What follows belongs to an exercise in optimizing a design on an open flow for small area, a short achievable clock period and few clock cycles per item; a production flow would make more cautious choices.
At most, simulation tests tie the RTL to the original design; equivalence was not proved.

==> 01-04: inputs <==
## CNN
module CNN(
    input                       clk,
    input                       rst_n,
    input                       in_valid,
    input      signed [15:0]    in_data,
    input                       opt,
    output reg                  out_valid,
    output reg signed [15:0]    out_data
);
Settings: LEC_CHECK=0, ABC_CLOCK_PERIOD_IN_PS=4500, CAP_MARGIN=20, CORE_MARGIN=2, CORE_UTILIZATION=40, CTS_CLUSTER_DIAMETER=150, CTS_CLUSTER_SIZE=20, SLEW_MARGIN=20; clock period 18.0 ns.
standard.sh (not shown) runs the stock make flow with config.mk's settings and CLKGATE_MAP_FILE= SYNTH_SCRIPT=/design/flow/synth_recipe.tcl, a recipe that flattens the netlist after the stock synthesis.
==> flow/flow/run.sh <==
#!/bin/bash
set -euo pipefail
export SYNTH_ARGS=-noabc
export SETUP_SLACK_MARGIN=13.5
bash standard.sh > standard.log 2>&1
==> inputs of 06-18, as changes to 01-04 <==
--- a/flow/design.v
+++ b/flow/design.v
@@ -8,11 +8,11 @@
     output reg signed [15:0]    out_data
 );
 reg [15:0] ring [0:35];
 reg [6:0]  cnt;              
 reg        opt_r;
-reg signed [15:0] m0, m1, m2, m3;
+reg signed [15:0] m1, m2, m3;
 integer i;
 reg [7:0]  k_one [0:8];
 reg [7:0]  k_two [0:8];
 reg [7:0]  k_neg [0:8];
 reg [15:0] cs0_0, cs0_1;
@@ -5244,11 +5244,11 @@
 end
 wire        px = ^cs2_x;
 wire [17:0] t1 = {2'b0, cs2_0} + {2'b0, cs2_1} + (px ? 18'h10000 : 18'h08000);
 wire signed [15:0] conv = t1[15:0] ^ 16'h8000;
 reg  [1:0] blk;
-reg        upd, first, last, ld0, ld1, ld2;
+reg        upd, first, last, ld1, ld2;
 always @(posedge clk) begin
     blk <= 2'd0; upd <= 1'b0;
     case (cnt + 7'd1)
         7'd46, 7'd47, 7'd52, 7'd53: begin blk <= 2'd0; upd <= 1'b1; end
         7'd48, 7'd49, 7'd54, 7'd55: begin blk <= 2'd1; upd <= 1'b1; end
@@ -5256,18 +5256,17 @@
         7'd60, 7'd61, 7'd66, 7'd67: begin blk <= 2'd3; upd <= 1'b1; end
         default: ;
     endcase
     first <= (cnt == 7'd45) || (cnt == 7'd47) || (cnt == 7'd57) || (cnt == 7'd59);
     last  <= (cnt == 7'd66);
-    ld0   <= (cnt == 7'd63);
     ld1   <= (cnt == 7'd64);
     ld2   <= (cnt == 7'd65);
 end
 reg signed [15:0] mb;
 always @(*) begin
     case (blk)
-        2'd0: mb = m0;
+        2'd0: mb = out_data;
         2'd1: mb = m1;
         2'd2: mb = m2;
         default: mb = m3;
     endcase
 end
@@ -5275,12 +5274,16 @@
 wire [17:0] t2 = {2'b0, cs2_0} + {2'b0, cs2_1} + (px ? 18'h10000 : 18'h08000)
                + {2'b0, ~(acur ^ 16'h8000)};
 wire               gt   = t1[16] ^ t2[16];
 wire signed [15:0] mx   = gt ? conv : acur;
 always @(posedge clk) begin
-    if (upd && blk == 2'd0) m0 <= mx;
     if (upd && blk == 2'd1) m1 <= mx;
     if (upd && blk == 2'd2) m2 <= mx;
     if (upd && blk == 2'd3) m3 <= mx;
-    out_data <= ld0 ? m0 : ld1 ? m1 : ld2 ? m2 : mx;
+    if ((upd && blk == 2'd0) || last)
+        out_data <= mx;
+    else if (ld1)
+        out_data <= m1;
+    else if (ld2)
+        out_data <= m2;
 end
 endmodule
==> flow/run.sh (new file) <==
#!/bin/bash
# synth_recipe.tcl (not shown) runs the flow's synth.tcl, then flattens the netlist and writes it again
# the make line also repeats each setting of config.mk as NAME=value (left out here)
make -C /OpenROAD-flow-scripts/flow DESIGN_CONFIG=/design/flow/config.mk WORK_HOME=/design/flow/orfs CLKGATE_MAP_FILE= SYNTH_SCRIPT=/design/flow/synth_recipe.tcl finish
--- a/flow/config.mk
+++ b/flow/config.mk
@@ -7,8 +7,6 @@
 export LEC_CHECK = 0
 export ABC_CLOCK_PERIOD_IN_PS = 4500
 export CAP_MARGIN = 20
 export CORE_MARGIN = 2
 export CORE_UTILIZATION = 40
-export CTS_CLUSTER_DIAMETER = 150
-export CTS_CLUSTER_SIZE = 20
 export SLEW_MARGIN = 20
removed: flow/flow/run.sh
removed: flow/standard.sh
==> inputs of 04-22, as changes to 01-04 <==
--- a/flow/design.v
+++ b/flow/design.v
@@ -27,16 +27,12 @@
     else if (cnt == 7'd68)
         cnt <= 7'd0;
     else if (cnt != 7'd0 || in_valid)
         cnt <= cnt + 7'd1;
 end
-always @(posedge clk or negedge rst_n) begin
-    if (!rst_n)
-        out_valid <= 1'b0;
-    else
-        out_valid <= (cnt >= 7'd64) && (cnt <= 7'd67);
-end
+always @(posedge clk)
+    out_valid <= (cnt >= 7'd64) && (cnt <= 7'd67);
 always @(posedge clk) begin
     if (cnt == 7'd0)
         opt_r <= opt;
 end
 always @(posedge clk) begin
@@ -52,15 +48,20 @@
         e_two[i] = (kx[2*i+2] & ~kx[2*i+1] & ~kx[2*i]) | (~kx[2*i+2] & kx[2*i+1] & kx[2*i]);
         e_neg[i] = kx[2*i+2] & ~(kx[2*i+1] & kx[2*i]);
     end
 end
 always @(posedge clk) begin
-    for (i = 0; i < 9; i = i + 1)
-        if (cnt == 7'd36 + i) begin
-            k_one[i] <= e_one;
-            k_two[i] <= e_two;
-            k_neg[i] <= e_neg;
+    if (cnt >= 7'd36 && cnt <= 7'd44) begin
+        k_one[8] <= e_one;
+        k_two[8] <= e_two;
+        k_neg[8] <= e_neg;
+    end
+    for (i = 0; i < 8; i = i + 1)
+        if (cnt == 7'd37 + i) begin
+            k_one[i] <= k_one[8];
+            k_two[i] <= k_two[8];
+            k_neg[i] <= k_neg[8];
         end
 end
 wire s0t0_xn0_0;
 wire s0t0_xn0_1;
 wire s0t0_xn0_2;
@@ -5243,44 +5244,36 @@
     cs2_x <= {r2_c1200, r2_c1230};
 end
 wire        px = ^cs2_x;
 wire [17:0] t1 = {2'b0, cs2_0} + {2'b0, cs2_1} + (px ? 18'h10000 : 18'h08000);
 wire signed [15:0] conv = t1[15:0] ^ 16'h8000;
-reg  [1:0] blk;
-reg        upd, first, last, ld0, ld1, ld2;
+reg  [3:0] wr, wr_n;
+reg        first, last, ld0, ld1, ld2;
+always @(*) begin
+    wr_n[0] = (cnt == 7'd45) || (cnt == 7'd46) || (cnt == 7'd51) || (cnt == 7'd52);
+    wr_n[1] = (cnt == 7'd47) || (cnt == 7'd48) || (cnt == 7'd53) || (cnt == 7'd54);
+    wr_n[2] = (cnt == 7'd57) || (cnt == 7'd58) || (cnt == 7'd63) || (cnt == 7'd64);
+    wr_n[3] = (cnt == 7'd59) || (cnt == 7'd60) || (cnt == 7'd65) || (cnt == 7'd66);
+end
 always @(posedge clk) begin
-    blk <= 2'd0; upd <= 1'b0;
-    case (cnt + 7'd1)
-        7'd46, 7'd47, 7'd52, 7'd53: begin blk <= 2'd0; upd <= 1'b1; end
-        7'd48, 7'd49, 7'd54, 7'd55: begin blk <= 2'd1; upd <= 1'b1; end
-        7'd58, 7'd59, 7'd64, 7'd65: begin blk <= 2'd2; upd <= 1'b1; end
-        7'd60, 7'd61, 7'd66, 7'd67: begin blk <= 2'd3; upd <= 1'b1; end
-        default: ;
-    endcase
+    wr    <= wr_n;
     first <= (cnt == 7'd45) || (cnt == 7'd47) || (cnt == 7'd57) || (cnt == 7'd59);
     last  <= (cnt == 7'd66);
     ld0   <= (cnt == 7'd63);
     ld1   <= (cnt == 7'd64);
     ld2   <= (cnt == 7'd65);
 end
-reg signed [15:0] mb;
-always @(*) begin
-    case (blk)
-        2'd0: mb = m0;
-        2'd1: mb = m1;
-        2'd2: mb = m2;
-        default: mb = m3;
-    endcase
-end
+wire signed [15:0] mb = ({16{wr[0]}} & m0) | ({16{wr[1]}} & m1)
+                      | ({16{wr[2]}} & m2) | ({16{wr[3]}} & m3);
 wire signed [15:0] acur = first ? {opt_r, 15'd0} : mb;
 wire [17:0] t2 = {2'b0, cs2_0} + {2'b0, cs2_1} + (px ? 18'h10000 : 18'h08000)
                + {2'b0, ~(acur ^ 16'h8000)};
 wire               gt   = t1[16] ^ t2[16];
 wire signed [15:0] mx   = gt ? conv : acur;
 always @(posedge clk) begin
-    if (upd && blk == 2'd0) m0 <= mx;
-    if (upd && blk == 2'd1) m1 <= mx;
-    if (upd && blk == 2'd2) m2 <= mx;
-    if (upd && blk == 2'd3) m3 <= mx;
+    if (wr[0]) m0 <= mx;
+    if (wr[1]) m1 <= mx;
+    if (wr[2]) m2 <= mx;
+    if (wr[3]) m3 <= mx;
     out_data <= ld0 ? m0 : ld1 ? m1 : ld2 ? m2 : mx;
 end
 endmodule
--- a/flow/config.mk
+++ b/flow/config.mk
@@ -6,9 +6,10 @@
 export NUM_CORES = 4
 export LEC_CHECK = 0
 export ABC_CLOCK_PERIOD_IN_PS = 4500
 export CAP_MARGIN = 20
 export CORE_MARGIN = 2
-export CORE_UTILIZATION = 40
+export CORE_UTILIZATION = 55
 export CTS_CLUSTER_DIAMETER = 150
-export CTS_CLUSTER_SIZE = 20
+export CTS_CLUSTER_SIZE = 24
+export PLACE_DENSITY = 0.65
 export SLEW_MARGIN = 20
==> inputs of 07-28, as changes to 01-04 <==
--- a/flow/design.v
+++ b/flow/design.v
@@ -8,11 +8,11 @@
     output reg signed [15:0]    out_data
 );
 reg [15:0] ring [0:35];
 reg [6:0]  cnt;              
 reg        opt_r;
-reg signed [15:0] m0, m1, m2, m3;
+reg signed [15:0] m1, m2, m3;
 integer i;
 reg [7:0]  k_one [0:8];
 reg [7:0]  k_two [0:8];
 reg [7:0]  k_neg [0:8];
 reg [15:0] cs0_0, cs0_1;
@@ -5240,47 +5240,43 @@
     cs1_x <= {r1_c743, r1_c773};
     cs2_0 <= {r2_x1307, r2_c1258, r2_c1256, r2_c1254, r2_c1252, r2_c1250, r2_c1248, r2_c1246, r2_c1244, r2_c1242, r2_c1240, r2_c1238, r2_c1236, r2_c1234, r2_c1232, r2_s1231};
     cs2_1 <= {r2_c1260, r2_s1259, r2_s1257, r2_s1255, r2_s1253, r2_s1251, r2_s1249, r2_s1247, r2_s1245, r2_s1243, r2_s1241, r2_s1239, r2_s1237, r2_s1235, r2_s1233, r2_s1143};
     cs2_x <= {r2_c1200, r2_c1230};
 end
-wire        px = ^cs2_x;
-wire [17:0] t1 = {2'b0, cs2_0} + {2'b0, cs2_1} + (px ? 18'h10000 : 18'h08000);
-wire signed [15:0] conv = t1[15:0] ^ 16'h8000;
+wire signed [15:0] conv = cs2_0 + cs2_1 + {^cs2_x, 15'd0};
 reg  [1:0] blk;
-reg        upd, first, last, ld0, ld1, ld2;
-always @(posedge clk) begin
-    blk <= 2'd0; upd <= 1'b0;
-    case (cnt + 7'd1)
-        7'd46, 7'd47, 7'd52, 7'd53: begin blk <= 2'd0; upd <= 1'b1; end
-        7'd48, 7'd49, 7'd54, 7'd55: begin blk <= 2'd1; upd <= 1'b1; end
-        7'd58, 7'd59, 7'd64, 7'd65: begin blk <= 2'd2; upd <= 1'b1; end
-        7'd60, 7'd61, 7'd66, 7'd67: begin blk <= 2'd3; upd <= 1'b1; end
+reg        upd, first, last;
+always @(*) begin
+    blk = 2'd0; upd = 1'b0;
+    case (cnt)
+        7'd46, 7'd47, 7'd52, 7'd53: begin blk = 2'd0; upd = 1'b1; end
+        7'd48, 7'd49, 7'd54, 7'd55: begin blk = 2'd1; upd = 1'b1; end
+        7'd58, 7'd59, 7'd64, 7'd65: begin blk = 2'd2; upd = 1'b1; end
+        7'd60, 7'd61, 7'd66, 7'd67: begin blk = 2'd3; upd = 1'b1; end
         default: ;
     endcase
-    first <= (cnt == 7'd45) || (cnt == 7'd47) || (cnt == 7'd57) || (cnt == 7'd59);
-    last  <= (cnt == 7'd66);
-    ld0   <= (cnt == 7'd63);
-    ld1   <= (cnt == 7'd64);
-    ld2   <= (cnt == 7'd65);
+    first = (cnt == 7'd46) || (cnt == 7'd48) || (cnt == 7'd58) || (cnt == 7'd60);
+    last  = (cnt == 7'd67);
 end
 reg signed [15:0] mb;
 always @(*) begin
     case (blk)
-        2'd0: mb = m0;
+        2'd0: mb = out_data;
         2'd1: mb = m1;
         2'd2: mb = m2;
         default: mb = m3;
     endcase
 end
 wire signed [15:0] acur = first ? {opt_r, 15'd0} : mb;
-wire [17:0] t2 = {2'b0, cs2_0} + {2'b0, cs2_1} + (px ? 18'h10000 : 18'h08000)
-               + {2'b0, ~(acur ^ 16'h8000)};
-wire               gt   = t1[16] ^ t2[16];
-wire signed [15:0] mx   = gt ? conv : acur;
+wire signed [15:0] mx   = (conv > acur) ? conv : acur;
 always @(posedge clk) begin
-    if (upd && blk == 2'd0) m0 <= mx;
     if (upd && blk == 2'd1) m1 <= mx;
     if (upd && blk == 2'd2) m2 <= mx;
     if (upd && blk == 2'd3) m3 <= mx;
-    out_data <= ld0 ? m0 : ld1 ? m1 : ld2 ? m2 : mx;
+    if ((upd && blk == 2'd0) || last)
+        out_data <= mx;
+    else if (cnt == 7'd65)
+        out_data <= m1;
+    else if (cnt == 7'd66)
+        out_data <= m2;
 end
 endmodule
==> flow/run.sh (new file) <==
#!/bin/bash
# synth_recipe.tcl (not shown) runs the flow's synth.tcl, then flattens the netlist and writes it again
# the make line also repeats each setting of config.mk as NAME=value (left out here)
make -C /OpenROAD-flow-scripts/flow DESIGN_CONFIG=/design/flow/config.mk WORK_HOME=/design/flow/orfs CLKGATE_MAP_FILE= SYNTH_SCRIPT=/design/flow/synth_recipe.tcl finish
--- a/flow/config.mk
+++ b/flow/config.mk
@@ -7,8 +7,6 @@
 export LEC_CHECK = 0
 export ABC_CLOCK_PERIOD_IN_PS = 4500
 export CAP_MARGIN = 20
 export CORE_MARGIN = 2
 export CORE_UTILIZATION = 40
-export CTS_CLUSTER_DIAMETER = 150
-export CTS_CLUSTER_SIZE = 20
 export SLEW_MARGIN = 20
removed: flow/flow/run.sh
removed: flow/standard.sh
==> notes <==
Synthesized area: 01-04 is lower than 06-18 (4.7%).
The lowest sequential share of layout area belongs to 07-28, the highest to 04-22.
Worst setup slack, highest first: 04-22, 01-04, 06-18, 07-28.
Global-route usage: 01-04 < 07-28 < 06-18 < 04-22.
06-18 finished clean. 04-22 finished clean. 01-04 finished with timing, DRC and antenna clean. 07-28 completed with no timing, DRC or antenna violations.
Of 01-04 and 06-18, 01-04 has the higher non-clock buffer count (gap 108).
Cell count, highest first: 07-28, 06-18, 01-04, 04-22.
Clock skew: 07-28 is higher than 04-22 (14 ps).
The highest register-to-register slack belongs to 01-04, the lowest to 07-28.
Testbench counts of 01-04, summed over its fixed seeds: cycles 66,240, items 960.
Testbench counts of 06-18, summed over its fixed seeds: cycles 66,240, items 960.
Testbench counts of 04-22, summed over its fixed seeds: cycles 66,240, items 960.
Only the layout flow was run in 07-28; the RTL was not checked for function there.

-- afterwards: timing with drivers on the ports --
The results above use ideal ports. As a check the final layouts listed here were re-extracted and re-timed, cells and wires unchanged. Step 1, drivers: a clkbuf_16 drives clk and a buf_2 each remaining input, both assumed. Step 2, shift: input delay + t, output delay - t, t = (earliest + latest rising clock arrival at the registers) / 2. This alone moves slack from input paths to output paths. a / b / c = ideal ports / drivers / drivers and shift; a / b = the first two.
run	t (ns)	setup slack, ns	pins driven straight from the clock port
01-04	0.763	13.195 / 13.105 / 12.818	1
06-18	0.781	12.712 / 12.629 / 12.280	1
04-22	0.720	13.272 / 13.209 / 12.974	1
07-28	0.761	12.579 / 12.578 / 12.239	1
After both steps every run listed still meets setup and hold. For 06-18, which loses most, drivers alone change the setup slack by -0.083 ns; drivers and shift together by -0.432 ns.
